From an optimization exercise on the open Yosys and OpenROAD flow, aimed at small area and a short achievable clock period; shortcuts taken in it are not production practice.
Only simulation tests tie the RTL to the original design; equivalence was not proved.
Power and IR drop assume default switching activity.

build 37:
==> flow/design.v (excerpt) <==
module softplus8_pla (
    input  wire clk,
    input  wire rst,
    input  wire signed [15:0] x,
    output wire [15:0] y
);
clock: 5.5 ns
lec_check: 0
abc_area: 1
cap_margin: 20
core_margin: 2
core_utilization: 70
setup_slack_margin: 3.2
slew_margin: 20
standard.sh (not shown) runs the stock make flow with config.mk's settings and CLKGATE_MAP_FILE= SYNTH_SCRIPT=/design/flow/synth_recipe.tcl, a recipe that flattens the netlist after the stock synthesis.
==> flow/flow/run.sh <==
#!/bin/bash
set -o pipefail
cp standard.sh standard_copy.log
export BUFFER_PORTS_ARGS="-buffer_cell sky130_fd_sc_hd__buf_2"
bash standard.sh > standard.log 2>&1
Looking at the reports, build 37 completed the entire flow and the layout it produced met the timing, design-rule and antenna checks.
Inputs modified between build 37 and build 32:
Settings: a change of CORE_UTILIZATION from 70 to 75; a deleted ABC_AREA that had been 1.
## What came out
In build 32 the placement-stage cell area turned out 51 µm² lower than in build 37.
Relative to build 37, total power increased by about 4.5% in build 32.
Layout overhead on the synthesized area, build 37 and build 32, lower one = build 37.
Re static power due to leakage: build 32 is 0.00029 µW down on build 37.
Number of port buffers came out exactly the same in build 37 and build 32.
Changes in build 4 relative to build 32:
Settings: SETUP_SLACK_MARGIN now 3.3, was 3.2; CORE_UTILIZATION now 70, was 75; ABC_AREA now 1, previously not set.
Notes after the runs:
Between build 4 and build 32, the difference in hold slack is negligible. On met3 track demand over resource, build 4 and build 32 are basically level. For the clock skew, build 4 came in 3.6 ps lower than build 32 did. | final non-filler cell area | build 4 vs build 32 | worse |. Build 4 vs build 32: net count after synthesis up in build 4. Build 4 against build 32: floorplan die height grew by 3.1 µm, distinct cell type count of the synthesized netlist decreased 23, worst setup slack up 230 ps, synthesized-area fraction occupied by ao, oa, aoi and oai cells decreased 5.6 points, largest vdd supply drop lost 0.00013 V.

run A:
The RTL this note starts from:
==> flow/design.v <==
module softplus8_pla (
    input  wire clk,
    input  wire rst,
    input  wire signed [15:0] x,
    output wire [15:0] y
);
  wire neg0 = x[15];
  wire tz0 = ~|x[6:0];
  wire [3:0] am0 = x[10:7] ^ {4{neg0}};
  wire big0 = neg0 ? ~&x[14:11] : |x[14:11];
  wire pos0 = ~neg0;                                         
  wire ge9 = am0[3] & (am0[2] | am0[1] | am0[0]);
  wire seg70 = ~neg0 & (big0 | ge9);                         
  wire zero0 = neg0 & (big0 | (am0[3] & am0[2]) | (am0 == 4'd11 & tz0));   
  wire [2:0] jh0 = (big0 | ge9) ? 3'd0 :
                   {am0 <= 4'd2, am0 >= 4'd3 & am0 <= 4'd5, am0 >= 4'd6};    
  wire inc0 = tz0 & ~big0 & (neg0 ? (am0 == 4'd2 | am0 == 4'd5) : am0 == 4'd9);
  wire dec0 = tz0 & ~big0 & (neg0 ? am0 == 4'd8 : (am0 == 4'd3 | am0 == 4'd6));
  wire [7:0] u0 = pos0 ? 8'd128 - {1'b0, x[6:0]} : {1'b0, x[6:0]};
  wire [7:0] K0;
  assign K0[0] = (~am0[0] & am0[1]) | (~am0[2] & ~am0[3]) | (am0[1] & am0[3]) | (~am0[0] & ~am0[2]) | (am0[0] & ~am0[1] & am0[2]);
  assign K0[1] = (~am0[0] & ~am0[3]) | (am0[1] & ~am0[2]);
  assign K0[2] = (~am0[1] & ~am0[2]) | (am0[0] & ~am0[2] & ~am0[3]) | (am0[0] & ~am0[1]);
  assign K0[3] = (am0[0] & ~am0[1] & ~am0[3]) | (am0[2]);
  assign K0[4] = (am0[0] & ~am0[1] & ~am0[2] & ~am0[3]) | (~am0[0] & am0[1] & ~am0[2] & ~am0[3]) | (~am0[0] & ~am0[1] & am0[2]);
  assign K0[5] = (am0[1] & ~am0[2] & ~am0[3]);
  assign K0[6] = (am0[0] & ~am0[1] & ~am0[2] & ~am0[3]);
  assign K0[7] = (~am0[0] & ~am0[1] & ~am0[2] & ~am0[3]);
  wire nz0 = ~tz0 | x[7];
  reg [14:7] xh1;
  reg [7:0] u1;
  reg [7:0] K1;
  reg [2:0] jh1;
  reg pos1, seg71, zero1, nz1, ci1, dec1;
  wire [13:0] w = {6'd0, u1};
  wire [13:0] rA = jh1[2] ? w << 5 : jh1[1] ? w << 3 : jh1[0] ? w << 1 : seg71 ? {~xh1[14:8], 7'd0} : 14'd0;
  wire [13:0] rB = jh1[2] ? w << 3 : jh1[1] ? w << 2 : jh1[0] ? w : 14'd0;
  wire [13:0] rC = jh1[2] ? w << 1 : jh1[1] ? w : 14'd0;
  wire [13:0] s1 = rA ^ rB ^ rC;
  wire [13:0] c1 = ((rA & rB) | (rA & rC) | (rB & rC)) << 1;
  wire [7:0] lo = {1'b0, s1[6:0]} + {1'b0, c1[6:0]};
  wire usep = pos1 | seg71;
  wire [9:0] Pl = dec1 ? {{3{~(usep & xh1[7])}}, 7'h7f} :
                  usep ? {2'b0, xh1[7], ~u1[6:0] & {7{~u1[7]}}} : 10'd0;
  wire [9:0] Ke = zero1 ? 10'd0 : seg71 ? (nz1 ? -10'sd119 : -10'sd118) : {2'b0, K1};
  wire [9:0] PK = Pl + Ke + {9'd0, ci1};
  reg [6:0] ph2;
  reg [9:0] PK2;
  reg [6:0] S2, C2;
  reg c72;
  wire [9:0] sl = PK2 + {3'd0, S2} + {3'd0, C2} + {9'd0, c72};
  reg [7:0] fl3;
  reg [6:0] ph3;
  reg [1:0] d3;
  wire [6:0] fh = ph3 + {{5{d3[1]}}, d3};
  reg [14:0] f4;
  always @(posedge clk) begin
    xh1 <= x[14:7]; u1 <= u0; jh1 <= jh0; K1 <= K0;
    pos1 <= pos0; seg71 <= seg70; zero1 <= zero0; nz1 <= nz0; dec1 <= dec0;
    ci1 <= tz0 ? inc0 : pos0;
    ph2 <= usep ? xh1[14:8] : 7'd0; PK2 <= PK; S2 <= s1[13:7]; C2 <= c1[13:7]; c72 <= lo[7];
    fl3 <= sl[7:0]; ph3 <= ph2; d3 <= sl[9:8];
  end
  always @(posedge clk or posedge rst)
    if (rst) f4 <= 15'd0;
    else f4 <= {fh, fl3};
  assign y = {1'b0, f4};
endmodule
Settings: LEC_CHECK=0, CAP_MARGIN=20, CORE_MARGIN=2, CORE_UTILIZATION=70, SETUP_SLACK_MARGIN=3.1, SLEW_MARGIN=20; clock period 5.5 ns.
==> flow/flow/run.sh <==
#!/bin/bash
set -o pipefail
cp standard.sh standard_copy.log
export BUFFER_PORTS_ARGS="-buffer_cell sky130_fd_sc_hd__buf_2"
export RECOVER_POWER=100
bash standard.sh > standard.log 2>&1
Edits applied to the flow inputs when going from run A to run B:
- SETUP_SLACK_MARGIN changed from 3.1 to 3.0
==> flow/flow/run.sh <==
#!/bin/bash
set -o pipefail
cp standard.sh standard_copy.log
export BUFFER_PORTS_ARGS="-buffer_cell sky130_fd_sc_hd__buf_2"
bash standard.sh > standard.log 2>&1
==> comparison <==
Run B finished all stages; the layout is clean.
The final reports for run B and run A show worst setup slack higher in the former.
Run A -> run B: via count decreased slightly
Going from run A to run B, count of instances resized after the clock tree is built -5; length of routed met3 wiring -1.9%; non-filler instance count after layout -0.51%.
Input-level comparison between run C and run B:
- an added ABC_AREA of 1
- a change of SETUP_SLACK_MARGIN from 3.0 to 3.5
--- outcome ---
- In the metrics for run C and run B, the one carrying the lower total vias in the final route is run B.
- Run C finished all stages; the layout is clean.
- Going from run B to run C, flop-to-flop setup slack rose 0.21 ns; sum of met3 wire segment lengths after detailed routing rose 31%; total wire length after detailed routing rose about 28%; clock network fraction of design power rose 0.4 points; design area rose 6.9%.
- The lower combinational power share came out of run B.
- Summary — total global routing track utilization, run C relative to run B: higher, by 2.6 points.
- From run B to run C the numbers moved as follows: sequential share of layout area dropped 2.4 points; overall power consumption climbed 4.5%.
[inputs] run D vs run C
- clearing ABC_AREA, which used to be 1
- swapping 3.5 for 3.1 in SETUP_SLACK_MARGIN
Results
Distinct cell type count of the synthesized netlist, run D and run C: lower on run C
Run D vs. run C: initial detailed-routing violation count lost 35%; maximum fanout along the worst path lost 2; max-cap violation count neither gained nor lost much; shortest period the worst path allows picked up an extra 0.14 ns.

## v22
RTL: the design.v shown in full above, as it stands there.
==> flow/config.mk <==
export PLATFORM = sky130hd
export DESIGN_NAME = softplus8_pla
export DESIGN_NICKNAME = softplus8_pla
export VERILOG_FILES = /design/flow/design.v
export SDC_FILE = /design/flow/constraint.sdc
export NUM_CORES = 4
export LEC_CHECK = 0
export CAP_MARGIN = 20
export CORE_MARGIN = 2
export CORE_UTILIZATION = 70
export SETUP_SLACK_MARGIN = 2.9
export SLEW_MARGIN = 20
==> flow/constraint.sdc <==
create_clock -name core_clock -period 5.5 [get_ports {clk}]
set_input_delay 1.1000 -clock core_clock [delete_from_list [all_inputs] [get_ports {clk}]]
set_output_delay 1.1000 -clock core_clock [all_outputs]
set_load 0.01 [all_outputs]
run.sh (not shown) runs the stock make flow with config.mk's settings and CLKGATE_MAP_FILE= SYNTH_SCRIPT=/design/flow/synth_recipe.tcl, a recipe that flattens the netlist after the stock synthesis.
Stock flow here: none of the scripts above is used.
v22: done, clean on timing, DRC and antenna
> inputs changed (v22 -> v50)
- swapping 2.9 for 3.2 in SETUP_SLACK_MARGIN
==> flow/flow/run.sh (new file) <==
#!/bin/bash
set -o pipefail
cp standard.sh standard_copy.log
export BUFFER_PORTS_ARGS="-buffer_cell sky130_fd_sc_hd__buf_2"
bash standard.sh > standard.log 2>&1
==> flow/standard.sh (new file) <==
#!/bin/bash
# synth_recipe.tcl (not shown) runs the flow's synth.tcl, then flattens the netlist and writes it again
# the make line also repeats each setting of config.mk as NAME=value (left out here)
make -C /OpenROAD-flow-scripts/flow DESIGN_CONFIG=/design/flow/config.mk WORK_HOME=/design/flow/orfs CLKGATE_MAP_FILE= SYNTH_SCRIPT=/design/flow/synth_recipe.tcl "${@:-finish}"
removed: flow/run.sh
==> run summary <==
Changes observed in v50 relative to v22: number of max-slew violations in the final report neither gained nor lost much; first-pass GRT wire length picked up an extra 1.5%.
In v50 the routing usage on met2 turned out 4.0 points higher than in v22.
Static leakage was lower in v22 than in v50.
For v14, these inputs were changed with respect to v50:
- changing SETUP_SLACK_MARGIN from 3.2 to 3.3
==> run summary <==
[compare] base=v50 new=v14: final critical delay including setup and external delays higher; worst relative slew slack dropped 0.71 points; highest clock rate decreased 2.0%.
Going from v50 to v14, the area overhead of the layout relative to synthesis was found to have gone up by 3.2 points.
diff inputs: v14 => v46
- SETUP_SLACK_MARGIN changed from 3.3 to 3.2
- CTS_CLUSTER_SIZE newly set to 12
- CTS_BUF_LIST newly set to sky130_fd_sc_hd__clkbuf_4 sky130_fd_sc_hd__clkbuf_8
==> run summary <==
In v46 relative to v14, cell count had gone down slightly.
Going from v14 to v46, logic depth of the worst path, buffers included shrinks by 1.
The fmax in v46 sits about 2% above the value recorded for v14.
v14 was routed with more vias than v46.
The worst stage delay on the critical path on v14 is in line with that on v46.

[static timing again, ports no longer ideal]
The results above use ideal ports. As a check the final layouts listed here were re-extracted and re-timed, cells and wires unchanged. Step 1 assumes that a clkbuf_16 drives the clock port and a buf_2 every other input. Step 2 also shifts input and output timing later by t, the mid clock arrival at the registers, as if the neighbouring blocks saw the same clock. Slacks: no drivers / after step 1 / after step 2; pairs: no drivers / after step 1.
run	shift t [ns]	setup WS [ns]	cell pins on the clock port's net
build 37	0.380	3.266 / 3.266 / 3.056	1
build 32	0.387	3.123 / 3.123 / 2.881	1
build 4	0.391	3.357 / 3.357 / 3.072	1
run A	0.384	2.639 / 2.639 / 2.395	1
run B	0.386	3.064 / 3.064 / 2.841	1
run C	0.399	3.274 / 3.274 / 3.220	1
run D	0.385	3.137 / 3.137 / 2.862	1
v22	0.382	2.953 / 2.964 / 2.583	1
v50	0.378	3.175 / 3.175 / 2.887	1
v14	0.387	3.128 / 3.128 / 2.973	1
v46	0.379	3.175 / 3.175 / 2.895	1
After both steps setup and hold are still met in every run listed. For v22, which loses most, drivers alone change the setup slack by +0.011 ns; drivers and shift together by -0.370 ns.
